This is an optimization exercise on Yosys and OpenROAD, whose aim is small area, not a production implementation. Only simulation tests tie the RTL to the original design; equivalence was not proved. Power and IR drop assume default switching activity.

Setup of maple:
==> flow/design.v (excerpt) <==
module final_project_6(
	input CLOCK_50,
	input RESET_N,           
	input [2:0] BUTTON,
	input [9:0] SW,
	output [0:6]	HEX0,HEX1,HEX2,HEX3,
	output VGA_HS,		 
	output VGA_VS,		 
	output VGA_BLANK,		 
	output VGA_SYNC,		 
	output [3:0] VGA_R,  	 
	output [3:0] VGA_G,		 
	output [3:0] VGA_B   	 
);
For scale: about 1,700 cells after synthesis, about 59 I/O pins.
Settings: LEC_CHECK=0, ABC_AREA=1, CAP_MARGIN=20, CORE_MARGIN=2, CORE_UTILIZATION=70, PLACE_DENSITY=0.8, SLEW_MARGIN=20; clock period 20.0 ns.
standard.sh (not shown) runs the stock make flow with config.mk's settings and CLKGATE_MAP_FILE= SYNTH_SCRIPT=/design/flow/synth_recipe.tcl, a recipe that flattens the netlist after the stock synthesis.
==> flow/flow/run.sh <==
#!/bin/bash
# Layout flow: the standard synthesis, then the combinational logic between the
# registers is re-mapped by ABC for area (the registers are kept as they are, same
# cells and names), then the standard layout from floorplan to the end.
set -euo pipefail
HERE=$(pwd)
R=$HERE/orfs/results/sky130hd/final_project_6/base
LIB=$FLOW_HOME/platforms/sky130hd/lib/sky130_fd_sc_hd__tt_025C_1v80.lib
YOSYS=$FLOW_HOME/../tools/install/yosys/bin/yosys
[ -x "$YOSYS" ] || YOSYS=$(command -v yosys)

# 1. standard synthesis
bash standard.sh synth > 1_standard_synth.log 2>&1

# 2. re-map the logic
cp $R/1_2_yosys.v $HERE/standard_netlist.v
DU=""
for c in $(cat flow/dont_use.txt); do DU="$DU -dont_use $c"; done
cat > $HERE/abc_area.abc <<EOA
strash
&get -n
&deepsyn -I 4 -T 60
&put
dch -f
amap
EOA
$YOSYS -p "
read_liberty -ignore_miss_func $LIB
blackbox sky130_fd_sc_hd__dfxtp_1 sky130_fd_sc_hd__edfxtp_1 sky130_fd_sc_hd__dfrtp_1 sky130_fd_sc_hd__dfstp_1 sky130_fd_sc_hd__conb_1
read_verilog $HERE/standard_netlist.v
hierarchy -check -top final_project_6
flatten
opt -purge
tee -o $HERE/stat_before.txt stat -liberty $LIB
abc -liberty $LIB $DU -script $HERE/abc_area.abc
read_liberty -lib -ignore_redef $LIB
hierarchy -check -top final_project_6
opt_clean -purge
splitnets
opt_clean -purge
hilomap -singleton -hicell sky130_fd_sc_hd__conb_1 HI -locell sky130_fd_sc_hd__conb_1 LO
insbuf -buf sky130_fd_sc_hd__buf_1 A X
opt_clean -purge
check -assert -mapped
tee -o $HERE/stat_after.txt stat -liberty $LIB
write_verilog -noattr -nohex -nodec $HERE/reopt_netlist.v
" > 2_reopt.log 2>&1
cp $HERE/reopt_netlist.v $R/1_2_yosys.v
rm -f $R/1_synth.odb $R/1_synth.sdc

# 3. standard layout from the new netlist
# smallest buffer on the ports; a lighter clock tree
bash standard.sh BUFFER_PORTS_ARGS="-buffer_cell sky130_fd_sc_hd__buf_1" \
	CTS_ARGS="$(cat flow/cts_args.txt)" finish > 3_standard_finish.log 2>&1
Other scripts of this flow, unchanged in this note and not shown: flow/flow/cts_args.txt, flow/flow/dont_use.txt
The inputs of ember differ from those of maple as listed below.
diff --git a/flow/flow/run.sh b/flow/flow/run.sh
--- a/flow/flow/run.sh
+++ b/flow/flow/run.sh
@@ -20,5 +20,5 @@
 strash
 &get -n
-&deepsyn -I 4 -T 60
+&deepsyn -I 4 -T 240
 &put
 dch -f
Results
- Timing, DRC, antenna: 0 failures across ember and maple
- ember vs maple: share of post-route cells with drive strength above 1 up
- The lower worst hold slack came out of ember.
- Comparing ember and maple, the higher global-route usage was measured on maple.
- Looking at highest-delay cell along the critical path, the dfxtp_1 result is from ember; the o21ai_0 one comes from maple.
- ember ends up with lower share of the core filled with cells in the final layout than maple does.
- Changes observed in ember relative to maple: total power has decreased, core region area shows a reduction of 110 sq um.


Setup of lane 1:
final_project_6, a different RTL version from the one above (not shown whole).
Size: roughly 59 I/O pins.
clock: 20.0 ns
lec_check: 0
abc_area: 1
cap_margin: 20
core_margin: 2
core_utilization: 70
place_density: 0.8
slew_margin: 20
==> flow/flow/run.sh <==
#!/bin/bash
# Layout flow: the standard synthesis, then the combinational logic between the
# registers is re-mapped by ABC for area (the registers are kept as they are, same
# cells and names), then the standard layout from floorplan to the end.
set -euo pipefail
HERE=$(pwd)
R=$HERE/orfs/results/sky130hd/final_project_6/base
LIB=$FLOW_HOME/platforms/sky130hd/lib/sky130_fd_sc_hd__tt_025C_1v80.lib
YOSYS=$FLOW_HOME/../tools/install/yosys/bin/yosys
[ -x "$YOSYS" ] || YOSYS=$(command -v yosys)

# 1. standard synthesis
bash standard.sh synth > 1_standard_synth.log 2>&1

# 2. re-map the logic
cp $R/1_2_yosys.v $HERE/standard_netlist.v
DU=""
for c in $(cat flow/dont_use.txt); do DU="$DU -dont_use $c"; done
cat > $HERE/abc_area.abc <<EOA
strash
&get -n
&deepsyn -I 4 -T 60
&put
dch -f
amap
EOA
$YOSYS -p "
read_liberty -ignore_miss_func $LIB
blackbox sky130_fd_sc_hd__dfxtp_1 sky130_fd_sc_hd__edfxtp_1 sky130_fd_sc_hd__dfrtp_1 sky130_fd_sc_hd__dfstp_1 sky130_fd_sc_hd__conb_1
read_verilog $HERE/standard_netlist.v
hierarchy -check -top final_project_6
flatten
opt -purge
tee -o $HERE/stat_before.txt stat -liberty $LIB
abc -liberty $LIB $DU -script $HERE/abc_area.abc
read_liberty -lib -ignore_redef $LIB
hierarchy -check -top final_project_6
opt_clean -purge
splitnets
opt_clean -purge
hilomap -singleton -hicell sky130_fd_sc_hd__conb_1 HI -locell sky130_fd_sc_hd__conb_1 LO
insbuf -buf sky130_fd_sc_hd__buf_1 A X
opt_clean -purge
check -assert -mapped
tee -o $HERE/stat_after.txt stat -liberty $LIB
write_verilog -noattr -nohex -nodec $HERE/reopt_netlist.v
" > 2_reopt.log 2>&1
cp $HERE/reopt_netlist.v $R/1_2_yosys.v
rm -f $R/1_synth.odb $R/1_synth.sdc

# 3. standard layout from the new netlist
# smallest buffer on the ports; a lighter clock tree
bash standard.sh BUFFER_PORTS_ARGS="-buffer_cell sky130_fd_sc_hd__buf_1" \
	CTS_ARGS="$(cat flow/cts_args.txt)" finish > 3_standard_finish.log 2>&1
==> flow/flow/cts_args.txt <==
-sink_clustering_enable -repair_clock_nets -dont_use_dummy_load -buf_list sky130_fd_sc_hd__clkbuf_16 -sink_clustering_size 30 -sink_clustering_max_diameter 150
Other scripts of this flow, unchanged in this note and not shown: flow/flow/dont_use.txt
Edits applied to the flow inputs when going from lane 1 to lane 2:
==> flow/flow/cts_args.txt <==
-sink_clustering_enable -repair_clock_nets -dont_use_dummy_load -buf_list sky130_fd_sc_hd__clkbuf_8 -sink_clustering_size 12
Findings:
Summary: with lane 1 as the reference, via count in lane 2 moved down slightly. The routed wire length number comes out higher for lane 1 vs lane 2. Comparing lane 2 and lane 1, the lower setup slack of the worst register-to-register path was measured on lane 1. Layout overhead on the synthesized area (higher): lane 1. In the final reports, the cell area of lane 2 is smaller than that of lane 1.
diff inputs: lane 2 => lane 3
==> flow/flow/cts_args.txt <==
-sink_clustering_enable -repair_clock_nets -dont_use_dummy_load -buf_list sky130_fd_sc_hd__clkbuf_8 -sink_clustering_size 20
==> run summary <==
Lane 3 -> lane 2: post-route core utilization delta 0, exact match
| clock-buffer cell count | lane 3 vs lane 2 | ≈ equal |
Comparing lane 3 against lane 2, there is no change at all in core box area.
Maximum fanout along the worst path delta (lane 3 -> lane 2): insignificant
Non-clock buffer count came out exactly the same in lane 3 and lane 2.
Fraction of the cycle the final worst path needs: lane 3 vs lane 2 identical
Post-synthesis to final-layout area growth: lane 3 vs lane 2 identical

-- static timing again, ports no longer ideal --
Ports are ideal in the flow. The routed layouts listed here were re-timed in OpenROAD.
Step 1, drivers: a clkbuf_16 drives CLOCK_50 and a buf_2 each remaining input, both assumed.
Step 2 moves the port delays by t, midway between the first and last clock arrival at a register: inputs arrive t later, outputs are due t later. That takes back most of the time a late clock gives input paths.
Slacks: ideal ports / drivers / drivers and shift; pairs: ideal ports / drivers.
| run | shift t [ns] | setup WS [ns] | hold WS [ns] | cell pins on the clock port's net |
|---|---|---|---|---|
| maple | 0.505 | 8.657 / 8.615 / 9.120 | 0.470 / 0.470 / 0.470 | 1 |
| ember | 0.492 | 8.465 / 8.426 / 8.918 | 0.458 / 0.458 / 0.458 | 1 |
| lane 1 | 0.473 | 8.925 / 8.878 / 9.351 | 0.470 / 0.470 / 0.470 | 1 |
| lane 2 | 0.517 | 8.946 / 8.900 / 9.417 | 0.476 / 0.476 / 0.476 | 1 |
| lane 3 | 0.517 | 8.946 / 8.900 / 9.417 | 0.476 / 0.476 / 0.476 | 1 |
After both steps every run listed still meets setup and hold.
